From an optimization exercise on the open Yosys and OpenROAD flow, aimed at small area, a short achievable clock period and few clock cycles per item; shortcuts taken in it are not production practice.
RTL that was checked went through simulation tests only; none was proved equivalent to the original.
Power figures rest on the tool's default switching activity, not on a simulated workload.

run A:
// CompMul
module CompMul(
	input [31:0] Multiplicand_input,
	input [31:0] Multiplier_input,
	input run,
	input rst,
	input clk,
	output ready,
	output [63:0] Product_output
	);
	reg [31:0] M;         
	reg [31:0] PL;        
	reg [32:0] S;         
	reg [32:0] C;         
	reg [7:0] LC;        
	reg CF;               
	reg [3:0] ONE, TWO, NEG;    
	reg LAST;             
	reg T31;              
	reg iter, fin, done;
	reg [1:0] cnt;
	wire idle = ~(iter | fin | done);
	assign ready = done;
	assign Product_output = {S[31:0], PL};
	wire [9:0] lo_sum2 = {1'b0, PL[31:24], 1'b1} + {1'b0, LC, CF};
	wire [8:0] lo_sum = lo_sum2[9:1];
	wire lo_cout = lo_sum[8];
	wire [40:0] fin_sum2 = {S[31:0], PL[31:24], 1'b1} + {C[31:0], LC, CF};
	wire [31:0] hi_sum = fin_sum2[40:9];
	wire [7:0] fin_lo = fin_sum2[8:1];
	wire [33:0] r0 = {~NEG[0], {33{NEG[0]}} ^ (({33{ONE[0]}} & {1'b0, M}) | ({33{TWO[0]}} & {M, 1'b0}))};
	wire [33:0] r1 = {~NEG[1], {33{NEG[1]}} ^ (({33{ONE[1]}} & {1'b0, M}) | ({33{TWO[1]}} & {M, 1'b0}))};
	wire [33:0] r2 = {~NEG[2], {33{NEG[2]}} ^ (({33{ONE[2]}} & {1'b0, M}) | ({33{TWO[2]}} & {M, 1'b0}))};
	wire [33:0] r3 = {~NEG[3], {33{NEG[3]}} ^ (({33{ONE[3]}} & {1'b0, M}) | ({33{TWO[3]}} & {M, 1'b0}))};
	wire [31:0] lr = M & {32{T31}};
	wire hs0, hc0;
	HA u_hs0 (.a(C[6]), .b(S[6]), .s(hs0), .co(hc0));
	wire hs1, hc1;
	HA u_hs1 (.a(C[7]), .b(S[7]), .s(hs1), .co(hc1));
	wire fs0, fc0;
	FA u_fs0 (.a(C[8]), .b(S[8]), .c(lr[0]), .s(fs0), .co(fc0));
	wire fs1, fc1;
	FA u_fs1 (.a(C[9]), .b(LAST), .c(S[9]), .s(fs1), .co(fc1));
	wire hs2, hc2;
	HA u_hs2 (.a(lr[1]), .b(r0[9]), .s(hs2), .co(hc2));
	wire fs2, fc2;
  ...
Size in the first run: ~1300 cells after synthesis, about 160 flip-flops, about 130 I/O pins.
==> flow/config.mk <==
export PLATFORM = sky130hd
export DESIGN_NAME = CompMul
export DESIGN_NICKNAME = CompMul
export VERILOG_FILES = /design/flow/design.v
export SDC_FILE = /design/flow/constraint.sdc
export NUM_CORES = 4
export LEC_CHECK = 0
export CAP_MARGIN = 20
export CORE_MARGIN = 2
export CORE_UTILIZATION = 40
export CTS_BUF_LIST = sky130_fd_sc_hd__clkbuf_16
export CTS_CLUSTER_DIAMETER = 300
export CTS_CLUSTER_SIZE = 40
export SLEW_MARGIN = 20
export SYNTH_HIERARCHICAL = 1
export SYNTH_MINIMUM_KEEP_SIZE = 0
==> flow/constraint.sdc <==
create_clock -name core_clock -period 10.0 [get_ports {clk}]
set_input_delay 2.0000 -clock core_clock [delete_from_list [all_inputs] [get_ports {clk}]]
set_output_delay 2.0000 -clock core_clock [all_outputs]
set_load 0.01 [all_outputs]
standard.sh (not shown) runs the stock make flow with config.mk's settings and CLKGATE_MAP_FILE= SYNTH_SCRIPT=/design/flow/synth_recipe.tcl, a recipe that flattens the netlist after the stock synthesis.
==> flow/flow/run.sh <==
#!/bin/bash
# Own layout flow: the standard layout (standard.sh), with two changes:
#  - the port buffers that buffer_ports inserts are of the cell named in flow/knobs
#    (PORT_BUF) instead of the default pick;
#  - repair_timing aims for the setup margin named in flow/knobs (SETUP_MARGIN).
# Each make run writes its full output to a log file in this folder; ORFS's own
# per-step logs stay under orfs/logs/.
set -euo pipefail
source flow/knobs
bash standard.sh \
  "BUFFER_PORTS_ARGS=-buffer_cell $PORT_BUF" \
  "SETUP_SLACK_MARGIN=$SETUP_MARGIN" \
  finish > make_finish.log 2>&1
==> flow/flow/knobs <==
PORT_BUF=sky130_fd_sc_hd__buf_1
SETUP_MARGIN=7.0
Testbench counts of run A, summed over its fixed seeds: cycles 14,400, items 2,400.
### run A -> run B
-- flow/design.v --
<<< run A, line 15
	reg CF;               
	reg [3:0] ONE, TWO, NEG;    
	reg LAST;             
	reg T31;              
>>> run B, line 15
	reg CF;               
	reg [3:0] ONE, TWO, NEG;    
	reg [3:0] ONEn, TWOn, NEGn;    
	reg LAST;             
	reg T31;              
<<< run A, line 28
	wire [31:0] hi_sum = fin_sum2[40:9];
	wire [7:0] fin_lo = fin_sum2[8:1];
	wire [33:0] r0 = {~NEG[0], {33{NEG[0]}} ^ (({33{ONE[0]}} & {1'b0, M}) | ({33{TWO[0]}} & {M, 1'b0}))};
	wire [33:0] r1 = {~NEG[1], {33{NEG[1]}} ^ (({33{ONE[1]}} & {1'b0, M}) | ({33{TWO[1]}} & {M, 1'b0}))};
	wire [33:0] r2 = {~NEG[2], {33{NEG[2]}} ^ (({33{ONE[2]}} & {1'b0, M}) | ({33{TWO[2]}} & {M, 1'b0}))};
	wire [33:0] r3 = {~NEG[3], {33{NEG[3]}} ^ (({33{ONE[3]}} & {1'b0, M}) | ({33{TWO[3]}} & {M, 1'b0}))};
	wire [31:0] lr = M & {32{T31}};
	wire hs0, hc0;
>>> run B, line 29
	wire [31:0] hi_sum = fin_sum2[40:9];
	wire [7:0] fin_lo = fin_sum2[8:1];
	wire [33:0] r0 = {NEGn[0], ~({16{NEGn[0]}} ^ (~({16{ONEn[0]}} | ~{1'b0, M[31:17]}) | ~({16{TWOn[0]}} | ~M[31:16]))), {17{NEG[0]}} ^ (({17{ONE[0]}} & M[16:0]) | ({17{TWO[0]}} & {M[15:0], 1'b0}))};
	wire [33:0] r1 = {NEGn[1], ~({16{NEGn[1]}} ^ (~({16{ONEn[1]}} | ~{1'b0, M[31:17]}) | ~({16{TWOn[1]}} | ~M[31:16]))), {17{NEG[1]}} ^ (({17{ONE[1]}} & M[16:0]) | ({17{TWO[1]}} & {M[15:0], 1'b0}))};
	wire [33:0] r2 = {NEGn[2], ~({16{NEGn[2]}} ^ (~({16{ONEn[2]}} | ~{1'b0, M[31:17]}) | ~({16{TWOn[2]}} | ~M[31:16]))), {17{NEG[2]}} ^ (({17{ONE[2]}} & M[16:0]) | ({17{TWO[2]}} & {M[15:0], 1'b0}))};
	wire [33:0] r3 = {NEGn[3], ~({16{NEGn[3]}} ^ (~({16{ONEn[3]}} | ~{1'b0, M[31:17]}) | ~({16{TWOn[3]}} | ~M[31:16]))), {17{NEG[3]}} ^ (({17{ONE[3]}} & M[16:0]) | ({17{TWO[3]}} & {M[15:0], 1'b0}))};
	wire [31:0] lr = M & {32{T31}};
	wire hs0, hc0;
<<< run A, line 460
		TWO <= {(dn3[2] & ~dn3[1] & ~dn3[0]) | (~dn3[2] & dn3[1] & dn3[0]), (dn2[2] & ~dn2[1] & ~dn2[0]) | (~dn2[2] & dn2[1] & dn2[0]), (dn1[2] & ~dn1[1] & ~dn1[0]) | (~dn1[2] & dn1[1] & dn1[0]), (dn0[2] & ~dn0[1] & ~dn0[0]) | (~dn0[2] & dn0[1] & dn0[0])};
		NEG <= {dn3[2] & ~(dn3[1] & dn3[0]), dn2[2] & ~(dn2[1] & dn2[0]), dn1[2] & ~(dn1[1] & dn1[0]), dn0[2] & ~(dn0[1] & dn0[0])};
		LAST <= iter & (cnt == 2'd2);
		T31 <= iter & (cnt == 2'd2) & PL[15];
>>> run B, line 461
		TWO <= {(dn3[2] & ~dn3[1] & ~dn3[0]) | (~dn3[2] & dn3[1] & dn3[0]), (dn2[2] & ~dn2[1] & ~dn2[0]) | (~dn2[2] & dn2[1] & dn2[0]), (dn1[2] & ~dn1[1] & ~dn1[0]) | (~dn1[2] & dn1[1] & dn1[0]), (dn0[2] & ~dn0[1] & ~dn0[0]) | (~dn0[2] & dn0[1] & dn0[0])};
		NEG <= {dn3[2] & ~(dn3[1] & dn3[0]), dn2[2] & ~(dn2[1] & dn2[0]), dn1[2] & ~(dn1[1] & dn1[0]), dn0[2] & ~(dn0[1] & dn0[0])};
		ONEn <= ~{dn3[1] ^ dn3[0], dn2[1] ^ dn2[0], dn1[1] ^ dn1[0], dn0[1] ^ dn0[0]};
		TWOn <= ~{(dn3[2] & ~dn3[1] & ~dn3[0]) | (~dn3[2] & dn3[1] & dn3[0]), (dn2[2] & ~dn2[1] & ~dn2[0]) | (~dn2[2] & dn2[1] & dn2[0]), (dn1[2] & ~dn1[1] & ~dn1[0]) | (~dn1[2] & dn1[1] & dn1[0]), (dn0[2] & ~dn0[1] & ~dn0[0]) | (~dn0[2] & dn0[1] & dn0[0])};
		NEGn <= ~{dn3[2] & ~(dn3[1] & dn3[0]), dn2[2] & ~(dn2[1] & dn2[0]), dn1[2] & ~(dn1[1] & dn1[0]), dn0[2] & ~(dn0[1] & dn0[0])};
		LAST <= iter & (cnt == 2'd2);
		T31 <= iter & (cnt == 2'd2) & PL[15];
--- outcome ---
| adder-cell share of the synthesized area | run B vs run A | 0.91 points lower |
Post-cts gate resize count in run B is 3 lower than in run A
Run B vs run A, combinational power share went up by 0.7 points.
Comparing the two runs side by side, run B comes out behind run A on design internal power.
Of the two values seen for launch point of the worst path, PL[9] was produced by run B and PL[14] by run A.
Going from run A to run B, routed via count divided by cell count shrinks by 2.1%.
Between run B and run A, clock group power is lower for run B, run A comes in above that.
No functional check of the RTL was part of run B.

-- afterwards: timing with drivers on the ports --
No port has a modelled driver above. Below, the same layouts with a new extraction and two added sets of constraints.
Step 1 sets driving cells, clkbuf_16 on the clock port and buf_2 on the other inputs (assumed; they add their load-dependent delay and slew).
Step 2 also shifts input and output timing later by t, the mid clock arrival at the registers, as if the neighbouring blocks saw the same clock.
Slacks: ideal / step 1 / step 2; pairs: ideal / step 1.
run	shift t [ns]	setup slack, ns	hold slack, ns	latest minus earliest clock arrival (ns)
run A	0.506	6.957 / 6.905 / 6.994	0.558 / 0.558 / 0.558	0.015 / 0.016
run B	0.498	6.984 / 6.932 / 6.759	0.527 / 0.527 / 0.527	0.014 / 0.014
After both steps setup and hold are still met in every run listed. For run B, which loses most, drivers alone change the setup slack by -0.052 ns; drivers and shift together by -0.225 ns.
